What follows belongs to an exercise in optimizing a design on an open flow for small area; a production flow would make more cautious choices. Only simulation tests tie the RTL to the original design; equivalence was not proved.

==> inputs of 05-15 <==
## riscv_kernel
module riscv_kernel #(
    parameter AddressWidth_imem = 32'd6,
    parameter AddressWidth_dmem = 32'd5,
    parameter imem_size = 32'd40,
    parameter DataWidth = 32'd32
) (
    input ap_clk,
    input ap_rst,
    input ap_start,
    output ap_done,
    output ap_idle,
    output [AddressWidth_imem-1:0] imem_address0,
    output imem_ce0,
    input [DataWidth-1:0] imem_q0,
    output [AddressWidth_dmem-1:0] dmem_address0,
    output dmem_ce0,
    output dmem_we0,
    output [DataWidth-1:0] dmem_d0,
    output [63:0] dmem_vecd,
    input [DataWidth-1:0] dmem_q0,
    input [63:0] dmem_vecq,
    output dmem_vec_en
);
export LEC_CHECK = 0
export CAP_MARGIN = 20
export CORE_MARGIN = 2
export CORE_UTILIZATION = 40
export CTS_CLUSTER_DIAMETER = 100
export CTS_CLUSTER_SIZE = 20
export SLEW_MARGIN = 20
export SYNTH_HIERARCHICAL = 1
create_clock -name core_clock -period 15.0 [get_ports {ap_clk}]
standard.sh (not shown) runs the stock make flow with config.mk's settings and CLKGATE_MAP_FILE= SYNTH_SCRIPT=/design/flow/synth_recipe.tcl, a recipe that flattens the netlist after the stock synthesis.
==> flow/flow/run.sh <==
#!/bin/bash
set -euo pipefail
export BUFFER_PORTS_ARGS="-buffer_cell sky130_fd_sc_hd__buf_1"
bash standard.sh > standard.log 2>&1
==> inputs of 10-16, as changes to 05-15 <==
Settings changed: CORE_UTILIZATION 40 to 55, CTS_CLUSTER_DIAMETER 100 to 140, CTS_CLUSTER_SIZE 20 to 25.
==> inputs of 10-12, as changes to 05-15 <==
--- a/flow/design.v
+++ b/flow/design.v
@@ -1512,68 +1512,42 @@
   reg        idle_r;
   reg [31:0] pc;
   reg        vD;
   reg [31:2] instD;
   reg        vE;
   reg [31:2] instE;
   reg [31:0] tE;         
   reg [63:0] vecE;
-  reg [31:1] sel1E, sel2E;    
   reg        wrM;        
   reg        loadM, storeM, vstoreM, vloadM;
   reg [ 2:0] f3M;
   reg [ 4:0] rdM;
   reg [31:0] aluM;
   reg [63:0] dataM;
   reg [31:0] rf[1:31];
   reg [31:0] vr[0:3];
-  function [31:0] bkadd(input [31:0] a, input [31:0] b, input ci);
-    reg [31:0] g, p, gg, pp;
-    integer i, l;
-    begin
-      p = a ^ b;
-      g = (a & b);
-      g[0] = g[0] | (p[0] & ci);
-      gg = g; pp = p;
-      for (l = 1; l < 32; l = l * 2)
-        for (i = 2*l-1; i < 32; i = i + 2*l) begin
-          gg[i] = gg[i] | (pp[i] & gg[i-l]);
-          pp[i] = pp[i] & pp[i-l];
-        end
-      for (l = 8; l >= 1; l = l / 2)
-        for (i = 3*l-1; i < 32; i = i + 2*l) begin
-          gg[i] = gg[i] | (pp[i] & gg[i-l]);
-          pp[i] = pp[i] & pp[i-l];
-        end
-      bkadd = p ^ {gg[30:0], ci};
-    end
-  endfunction
   wire [4:0] opD  = instD[6:2];
   wire [4:0] rs1D = instD[19:15];
   wire [4:0] rs2D = instD[24:20];
   wire jalD = vD & (opD == 5'b11011);
   wire [31:0] immJ = {{12{instD[31]}}, instD[19:12], instD[20], instD[30:21], 1'b0};
   wire [31:0] pcD = pc - 32'd4;
   wire isLuiD   = opD == 5'b01101;
   wire isAuipcD = opD == 5'b00101;
   wire isBrD    = opD == 5'b11000;
   wire isLinkD  = opD[4] & opD[0];           
   wire [31:0] immBD = {{20{instD[31]}}, instD[7], instD[30:25], instD[11:8], 1'b0};
   wire [31:0] immUD = {instD[31:12], 12'b0};
-  wire [31:0] tgtD = bkadd(isLuiD ? 32'b0 : pcD,
-                           (isLuiD | isAuipcD) ? immUD : isBrD ? immBD : immJ, 1'b0);
+  wire [31:0] tgtD = (isLuiD ? 32'b0 : pcD) +
+                     ((isLuiD | isAuipcD) ? immUD : isBrD ? immBD : immJ);
   wire [1:0] vrs0D = rs2D[1:0];
   wire [1:0] vrs1D = rs2D[1:0] + 2'd1;
   wire [1:0] vwa0 = rdM[1:0];
   wire [1:0] vwa1 = rdM[1:0] + 2'd1;
-  function [31:1] dec5(input [4:0] a);
-    integer j;
-    for (j = 1; j < 32; j = j + 1) dec5[j] = (a == j);
-  endfunction
   wire [4:0] opE  = instE[6:2];
   wire [2:0] f3E  = instE[14:12];
   wire [4:0] rdE  = instE[11:7];
   wire [4:0] rs1E = instE[19:15];
   wire [4:0] rs2E = instE[24:20];
   wire isLoadE   = opE == 5'b00000;
   wire isOpImmE  = opE == 5'b00100;
   wire isAuipcE  = opE == 5'b00101;
@@ -1604,18 +1578,18 @@
     end
   endgenerate
   reg [31:0] rd1, rd2;
   integer k;
   always @(*) begin
     rd1 = 32'b0;
     rd2 = 32'b0;
     for (k = 1; k < 32; k = k + 1) begin
-      rd1 = rd1 | (rflat[k*32 +: 32] & {32{sel1E[k]}});
-      rd2 = rd2 | (rflat[k*32 +: 32] & {32{sel2E[k]}});
+      rd1 = rd1 | (rflat[k*32 +: 32] & {32{rs1E == k}});
+      rd2 = rd2 | (rflat[k*32 +: 32] & {32{rs2E == k}});
     end
   end
   wire fwd1 = wrM & (rdM == rs1E);
   wire fwd2 = wrM & (rdM == rs2E);
   wire [31:0] opA = fwd1 ? aluM : rd1;
   wire [31:0] opB = fwd2 ? aluM : rd2;
   wire [31:0] op1 = opA;
   wire [31:0] op2 = (isOpE | isBranchE) ? opB : immE;
@@ -1715,18 +1689,16 @@
       else if (jalrE) pc <= sum[31:0];
       else if (jalD) pc <= tgtD;
       else pc <= pc + 32'd4;
     end
     if (!hold) instD <= imem_q0[31:2];
     if (rst) vD <= 1'b0;
     else if (!hold) vD <= ~(branchE | jalrE | jalD);
     instE <= instD;
-    sel1E <= dec5(rs1D);
-    sel2E <= dec5(rs2D);
     tE    <= isLinkD ? pc : tgtD;
     vecE  <= {vr[vrs1D], vr[vrs0D]};
     vE    <= ~rst & vD & ~hold & ~branchE & ~jalrE;
     aluM    <= resE;
     dataM   <= {vecE[63:32], isVecE ? vecE[31:0] : opB};
     rdM     <= rdE;
     f3M     <= f3E;
     wrM     <= ~rst & vE & writesE & (rdE != 5'd0);
==> flow/run.sh (new file) <==
#!/bin/bash
# synth_recipe.tcl (not shown) runs the flow's synth.tcl, then flattens the netlist and writes it again
# the make line also repeats each setting of config.mk as NAME=value (left out here)
make -C /OpenROAD-flow-scripts/flow DESIGN_CONFIG=/design/flow/config.mk WORK_HOME=/design/flow/orfs CLKGATE_MAP_FILE= SYNTH_SCRIPT=/design/flow/synth_recipe.tcl finish
Settings changed: CTS_CLUSTER_DIAMETER 100 to not set, CTS_CLUSTER_SIZE 20 to not set, SYNTH_HIERARCHICAL 1 to not set.
removed: flow/flow/run.sh
removed: flow/standard.sh
==> out/qor.yml <==
tightestPinTransition_ns: 1.29
htreeDepth: 3
die_h_um: 398
path_max_fanout: 16
cp.depth: 39
grt_max_degree: 153
outcome: "finished clean"
gp_congestion: 1.03
(the above is from 10-16)
==> out/qor.yml <==
outcome: "finished clean"
die_h_um: 466
cp.depth: 43
gp_congestion: 1.05
grt_max_degree: 118
htreeDepth: 4
tightestPinTransition_ns: 1.34
(the above is from 10-12)
==> out/qor.yml <==
cp.depth: 36
outcome: "finished clean"
gp_congestion: 1.05
htreeDepth: 3
(the above is from 05-15)

## static timing again, ports no longer ideal
The results above use ideal ports. As a check the final layouts listed here were re-extracted and re-timed, cells and wires unchanged. Step 1 sets driving cells, clkbuf_16 on the clock port and buf_2 on the other inputs (assumed; they add their load-dependent delay and slew). Step 2 also shifts input and output timing later by t, the mid clock arrival at the registers, as if the neighbouring blocks saw the same clock. a / b / c = no drivers / after step 1 / after step 2; a / b = the first two.
| run | t, ns | slack for setup (ns) | hold slack, ns | slew at the worst register clock pin (ns) |
|---|---|---|---|---|
| 05-15 | 0.883 | 1.151 / 1.151 / 1.151 | 0.332 / 0.332 / 0.332 | 0.10 / 0.10 |
| 10-16 | 0.825 | 1.176 / 1.176 / 1.176 | 0.347 / 0.347 / 0.347 | 0.11 / 0.11 |
| 10-12 | 0.889 | 1.043 / 1.043 / 1.043 | 0.337 / 0.337 / 0.337 | 0.07 / 0.07 |
After both steps setup and hold are still met in every run listed.
